What follows belongs to an exercise in optimizing a design on an open flow for small area; a production flow would make more cautious choices. Only simulation tests tie the RTL to the original design; equivalence was not proved. The clock port is modelled as an ideal driver; clocking choices that lean on that would not hold on a real chip. No activity file was given, so power comes from the tool's default toggle rates.

## try-tundra
==> flow/design.v <==
module top (
  input wire clk,
  input wire rst,
  input wire rx,
  output wire tx
);
  localparam [10:0] LFSR_END  = 11'd144;
  localparam [10:0] LFSR_MASK = 11'b11101101011;
  reg [10:0] lfsr;
  wire tick = (lfsr & LFSR_MASK) == (LFSR_END & LFSR_MASK);
  always @(posedge clk)
    lfsr <= {lfsr[9:0], lfsr[10] ^ lfsr[1] ^ tick};
  reg [3:0] fc;
  wire idle    = ~fc[3] & ~fc[2] & ~fc[0];
  wire at_stop =  fc[3] & ~fc[1] & ~fc[0];
  wire fc_in   = idle ? ~rx : ~(fc[3] ^ (fc[2] & ~fc[0]));
  always @(posedge clk)
    if (rst)
      fc <= 4'd0;
    else if (tick)
      fc <= {fc[2:0], fc_in};
  reg [9:0] line;
  wire [7:0] byte_in = {line[0], line[1], line[2], line[3],
                        line[4], line[5], line[6], line[7]};
  wire letter = (byte_in[7:6] == 2'b01) &&
                (byte_in[4:0] != 5'd0) && (byte_in[4:0] <= 5'd26);
  wire flip = at_stop & letter;
  always @(posedge clk)
    if (rst)
      line <= 10'h3ff;
    else if (tick)
      line <= {line[8:3], line[2] ^ flip, line[1:0], rx};
  assign tx = line[9];
endmodule
==> flow/config.mk <==
export PLATFORM = sky130hd
export DESIGN_NAME = top
export DESIGN_NICKNAME = top
export VERILOG_FILES = /design/flow/design.v
export SDC_FILE = /design/flow/constraint.sdc
export NUM_CORES = 4
export LEC_CHECK = 0
export ABC_AREA = 1
export CAP_MARGIN = 20
export CORE_AREA = 2 2 60 60
export DIE_AREA = 0 0 62 62
export SLEW_MARGIN = 20
==> flow/constraint.sdc <==
create_clock -name core_clock -period 8.0 [get_ports {clk}]
set_input_delay 1.6000 -clock core_clock [delete_from_list [all_inputs] [get_ports {clk}]]
set_output_delay 1.6000 -clock core_clock [all_outputs]
set_load 0.01 [all_outputs]
standard.sh (not shown) runs the stock make flow with config.mk's settings and CLKGATE_MAP_FILE= SYNTH_SCRIPT=/design/flow/synth_recipe.tcl, a recipe that flattens the netlist after the stock synthesis.
==> flow/flow/run.sh <==
#!/bin/bash
set -euo pipefail
export ONE_CLKBUF=sky130_fd_sc_hd__buf_12
bash standard.sh finish \
  'BUFFER_PORTS_ARGS=-buffer_cell sky130_fd_sc_hd__buf_1' \
  "PRE_CTS_TCL=$PWD/flow/clkbuf.tcl" \
  'CTS_ARGS=-clk_nets clk -dont_use_dummy_load' \
  > standard.log 2>&1
==> flow/flow/clkbuf.tcl <==
# Drive every clock sink from one clock buffer placed at the sinks' centroid;
# the clock port then feeds only that buffer.
set block [ord::get_db_block]
set db [ord::get_db]
set clk [$block findNet clk]
set master [$db findMaster $::env(ONE_CLKBUF)]
set inst [odb::dbInst_create $block $master clkbuf_root]
set net [odb::dbNet_create $block clknet_root]
$net setSigType CLOCK
set sx 0; set sy 0; set n 0
foreach it [$clk getITerms] {
  set i [$it getInst]
  set bb [$i getBBox]
  set sx [expr {$sx + ([$bb xMin] + [$bb xMax]) / 2}]
  set sy [expr {$sy + ([$bb yMin] + [$bb yMax]) / 2}]
  incr n
  $it disconnect
  $it connect $net
}
[$inst findITerm A] connect $clk
[$inst findITerm X] connect $net
$inst setLocation [expr {$sx / $n}] [expr {$sy / $n}]
$inst setPlacementStatus PLACED
puts "clkbuf.tcl: $::env(ONE_CLKBUF) drives $n clock sinks"
#### Input delta (try-raven over try-tundra)
--- a/flow/flow/run.sh
+++ b/flow/flow/run.sh
@@ -1,0 +2,8 @@
+# The standard ORFS layout with two changes:
+#  - port buffers are plain sky130_fd_sc_hd__buf_1 cells;
+#  - the clock tree is a single buffer (inserted by clkbuf.tcl just before
+#    CTS) that drives every flip-flop, so TritonCTS, pointed at the clock
+#    port net that now has one sink, adds nothing. The hold repair of the
+#    CTS step still runs.
+# ORFS writes each step's full log under orfs/logs/; make's own output goes
+# to standard.log.
Notes after the runs:
- The maximum cell stage delay along the critical path on try-raven is in line with that on try-tundra.
- Synthesized area: try-raven vs try-tundra identical
- Setup slack after layout came out exactly the same in try-raven and try-tundra.
- Relative max-transition margin: try-tundra vs try-raven identical
### try-raven -> try-zinc
Settings: ABC_AREA: 1 -> unset; CTS_BUF_LIST: unset -> sky130_fd_sc_hd__clkbuf_8.
==> flow/run.sh (new file) <==
#!/bin/bash
# synth_recipe.tcl (not shown) runs the flow's synth.tcl, then flattens the netlist and writes it again
# the make line also repeats each setting of config.mk as NAME=value (left out here)
make -C /OpenROAD-flow-scripts/flow DESIGN_CONFIG=/design/flow/config.mk WORK_HOME=/design/flow/orfs CLKGATE_MAP_FILE= SYNTH_SCRIPT=/design/flow/synth_recipe.tcl finish
removed: flow/flow/run.sh
removed: flow/flow/clkbuf.tcl
removed: flow/standard.sh
Findings:
- Re final critical path time including I/O delays and setup: try-raven was lower than try-zinc.
- Utilization try-raven -> try-zinc: up
- Via count (lower): try-zinc
- Re power density over the cells: try-raven and try-zinc aren't equal, and the lower value belongs to try-raven.
- In the reports for try-raven and try-zinc, the smaller worst setup slack belongs to try-zinc.
- Global-route total usage across every layer was lower in try-raven than in try-zinc.
- What try-zinc reported for maximum frequency has to be multiplied by 1.17 to get the figure for try-raven.
[inputs] try-maple vs try-zinc
Settings: ABC_AREA now 1, previously not set; CTS_BUF_LIST no longer set, was sky130_fd_sc_hd__clkbuf_8.
==> flow/flow/run.sh (new file) <==
#!/bin/bash
set -euo pipefail
export ONE_CLKBUF=sky130_fd_sc_hd__buf_12
export MY_ABC_SCRIPT=$PWD/flow/area.abc
bash standard.sh finish \
  "SYNTH_SCRIPT=$PWD/flow/my_synth.tcl" \
  'BUFFER_PORTS_ARGS=-buffer_cell sky130_fd_sc_hd__buf_1' \
  "PRE_CTS_TCL=$PWD/flow/clkbuf.tcl" \
  'CTS_ARGS=-clk_nets clk -dont_use_dummy_load' \
  > standard.log 2>&1
==> flow/flow/area.abc (new file) <==
strash
balance; rewrite; refactor; balance; rewrite; rewrite -z; balance; refactor -z; rewrite -z; balance
dch -f
amap
topo
dnsize -c
==> flow/flow/clkbuf.tcl (new file) <==
# Drive every clock sink from one clock buffer placed at the sinks' centroid;
# the clock port then feeds only that buffer.
set block [ord::get_db_block]
set db [ord::get_db]
set clk [$block findNet clk]
set master [$db findMaster $::env(ONE_CLKBUF)]
set inst [odb::dbInst_create $block $master clkbuf_root]
set net [odb::dbNet_create $block clknet_root]
$net setSigType CLOCK
set sx 0; set sy 0; set n 0
foreach it [$clk getITerms] {
  set i [$it getInst]
  set bb [$i getBBox]
  set sx [expr {$sx + ([$bb xMin] + [$bb xMax]) / 2}]
  set sy [expr {$sy + ([$bb yMin] + [$bb yMax]) / 2}]
  incr n
  $it disconnect
  $it connect $net
}
[$inst findITerm A] connect $clk
[$inst findITerm X] connect $net
$inst setLocation [expr {$sx / $n}] [expr {$sy / $n}]
$inst setPlacementStatus PLACED
puts "clkbuf.tcl: $::env(ONE_CLKBUF) drives $n clock sinks"
==> flow/flow/my_synth.tcl (new file) <==
# synth_recipe.tcl with ABC's mapping script replaced by $::env(MY_ABC_SCRIPT)
proc synth {args} { yosys synth -nofsm -noshare {*}$args }
proc abc {args} {
  set i [lsearch -exact $args -script]
  if { $i >= 0 } { lset args [expr {$i + 1}] $::env(MY_ABC_SCRIPT) }
  yosys abc {*}$args
}
source $::env(SCRIPTS_DIR)/synth.tcl
# left out here: clear keep_hierarchy, flatten, clean up, hide names made inside functions, write 1_2_yosys.v
==> flow/standard.sh (new file) <==
#!/bin/bash
# synth_recipe.tcl (not shown) runs the flow's synth.tcl, then flattens the netlist and writes it again
# the make line also repeats each setting of config.mk as NAME=value (left out here)
make -C /OpenROAD-flow-scripts/flow DESIGN_CONFIG=/design/flow/config.mk WORK_HOME=/design/flow/orfs CLKGATE_MAP_FILE= SYNTH_SCRIPT=/design/flow/synth_recipe.tcl "${@:-finish}"
removed: flow/run.sh
Notes after the runs:
try-maple vs. try-zinc: detailed-routed wire length on met2 lower, average via count per standard cell climbed 0.31, share of the cycle needed by the critical path after routing now sits lower, global-route met2 utilization decreased by 2.2 points relative to the old numbers. try-zinc has higher global-route usage than try-maple. Higher fraction of power spent switching nets goes to try-zinc over try-maple. Layout-stage area growth over the synthesis result was higher in try-maple than in try-zinc.
Input-level comparison between try-lagoon and try-maple:
Settings: setting CTS_BUF_LIST to sky130_fd_sc_hd__clkbuf_8 for the first time.
==> flow/run.sh (new file) <==
#!/bin/bash
# synth_recipe.tcl (not shown) runs the flow's synth.tcl, then flattens the netlist and writes it again
# the make line also repeats each setting of config.mk as NAME=value (left out here)
make -C /OpenROAD-flow-scripts/flow DESIGN_CONFIG=/design/flow/config.mk WORK_HOME=/design/flow/orfs CLKGATE_MAP_FILE= SYNTH_SCRIPT=/design/flow/synth_recipe.tcl finish
removed: flow/flow/run.sh
removed: flow/flow/area.abc
removed: flow/flow/clkbuf.tcl
removed: flow/flow/my_synth.tcl
removed: flow/standard.sh
Notes after the runs:
try-lagoon consumes more power than try-maple does.
Going from try-maple to try-lagoon, the cell count after synthesis was found to have gone up by 35.
Looking at first-pass GRT wire length, try-lagoon sits 22% higher than try-maple does.
The run showing the smaller combinational power is try-maple.
For try-maple, the worst setup path startpoint was rst, unlike try-lagoon, where it was line[9]$_SDFFE_PP1N_.
Both conditions hold for try-lagoon: the flow ran to the end and the final layout passed the timing, DRC and antenna checks.
--- input diff try-lagoon..try-delta ---
Settings: removing CTS_BUF_LIST (formerly sky130_fd_sc_hd__clkbuf_8).
==> flow/flow/run.sh (new file) <==
#!/bin/bash
set -euo pipefail
export ONE_CLKBUF=sky130_fd_sc_hd__buf_12
export MY_ABC_SCRIPT=$PWD/flow/area.abc
bash standard.sh finish \
  "SYNTH_SCRIPT=$PWD/flow/my_synth.tcl" \
  'BUFFER_PORTS_ARGS=-buffer_cell sky130_fd_sc_hd__buf_1' \
  "PRE_CTS_TCL=$PWD/flow/clkbuf.tcl" \
  'CTS_ARGS=-clk_nets clk -dont_use_dummy_load' \
  > standard.log 2>&1
==> flow/flow/area.abc (new file) <==
strash
&get -n
&deepsyn -T 60
&put
&get -n
&dch -f
&nf -R 1000
&put
topo
dnsize -c
==> flow/flow/clkbuf.tcl (new file) <==
# Drive every clock sink from one clock buffer placed at the sinks' centroid;
# the clock port then feeds only that buffer.
set block [ord::get_db_block]
set db [ord::get_db]
set clk [$block findNet clk]
set master [$db findMaster $::env(ONE_CLKBUF)]
set inst [odb::dbInst_create $block $master clkbuf_root]
set net [odb::dbNet_create $block clknet_root]
$net setSigType CLOCK
set sx 0; set sy 0; set n 0
foreach it [$clk getITerms] {
  set i [$it getInst]
  set bb [$i getBBox]
  set sx [expr {$sx + ([$bb xMin] + [$bb xMax]) / 2}]
  set sy [expr {$sy + ([$bb yMin] + [$bb yMax]) / 2}]
  incr n
  $it disconnect
  $it connect $net
}
[$inst findITerm A] connect $clk
[$inst findITerm X] connect $net
$inst setLocation [expr {$sx / $n}] [expr {$sy / $n}]
$inst setPlacementStatus PLACED
puts "clkbuf.tcl: $::env(ONE_CLKBUF) drives $n clock sinks"
==> flow/flow/my_synth.tcl (new file) <==
# synth_recipe.tcl with ABC's mapping script replaced by $::env(MY_ABC_SCRIPT)
proc synth {args} { yosys synth -nofsm -noshare {*}$args }
proc abc {args} {
  set i [lsearch -exact $args -script]
  if { $i >= 0 } { lset args [expr {$i + 1}] $::env(MY_ABC_SCRIPT) }
  yosys abc {*}$args
}
source $::env(SCRIPTS_DIR)/synth.tcl
# left out here: clear keep_hierarchy, flatten, clean up, hide names made inside functions, write 1_2_yosys.v
==> flow/standard.sh (new file) <==
#!/bin/bash
# synth_recipe.tcl (not shown) runs the flow's synth.tcl, then flattens the netlist and writes it again
# the make line also repeats each setting of config.mk as NAME=value (left out here)
make -C /OpenROAD-flow-scripts/flow DESIGN_CONFIG=/design/flow/config.mk WORK_HOME=/design/flow/orfs CLKGATE_MAP_FILE= SYNTH_SCRIPT=/design/flow/synth_recipe.tcl "${@:-finish}"
removed: flow/run.sh
### Flow results
try-lagoon → try-delta: global-route usage shows a reduction of 2.2 points; synthesized-area fraction occupied by and/or/nand/nor cells shows a reduction of 9.5 points. Initial antenna violation count: try-delta vs try-lagoon identical. Measured against each other, try-delta and try-lagoon differ in ratio of final minimum period to clock period, the higher figure coming from try-lagoon. Higher placed instance area goes to try-lagoon over try-delta.

afterwards: timing with drivers on the ports:
The flow's constraints put no driver on any port. The routed layouts listed below were extracted and timed again, unchanged, in two steps. Step 1 (the two cells are an assumption about what drives the block):
set clk [get_ports {clk}]
set_driving_cell -lib_cell sky130_fd_sc_hd__clkbuf_16 $clk
set_driving_cell -lib_cell sky130_fd_sc_hd__buf_2 [delete_from_list [all_inputs] $clk]
Step 2 times the ports against the registers' clock, not the clock port: input delays grow and output delays shrink by t, the midpoint of the rising clock arrivals with the driver on. a / b / c = ideal ports / drivers / drivers and shift; a / b = the first two.
| run | shift t [ns] | slack for setup (ns) | cell pins on the clock port's net |
|---|---|---|---|
| try-tundra | 0.158 | 5.670 / 5.679 / 5.521 | 1 |
| try-raven | 0.158 | 5.670 / 5.679 / 5.521 | 1 |
| try-zinc | 0.286 | 5.271 / 5.248 / 5.126 | 1 |
| try-maple | 0.151 | 5.671 / 5.671 / 5.520 | 1 |
| try-lagoon | 0.280 | 5.267 / 5.245 / 5.220 | 1 |
| try-delta | 0.152 | 5.379 / 5.388 / 5.236 | 1 |
After both steps setup and hold are still met in every run listed. For try-maple, which loses most, drivers alone change the setup slack by 0.000 ns; drivers and shift together by -0.151 ns.
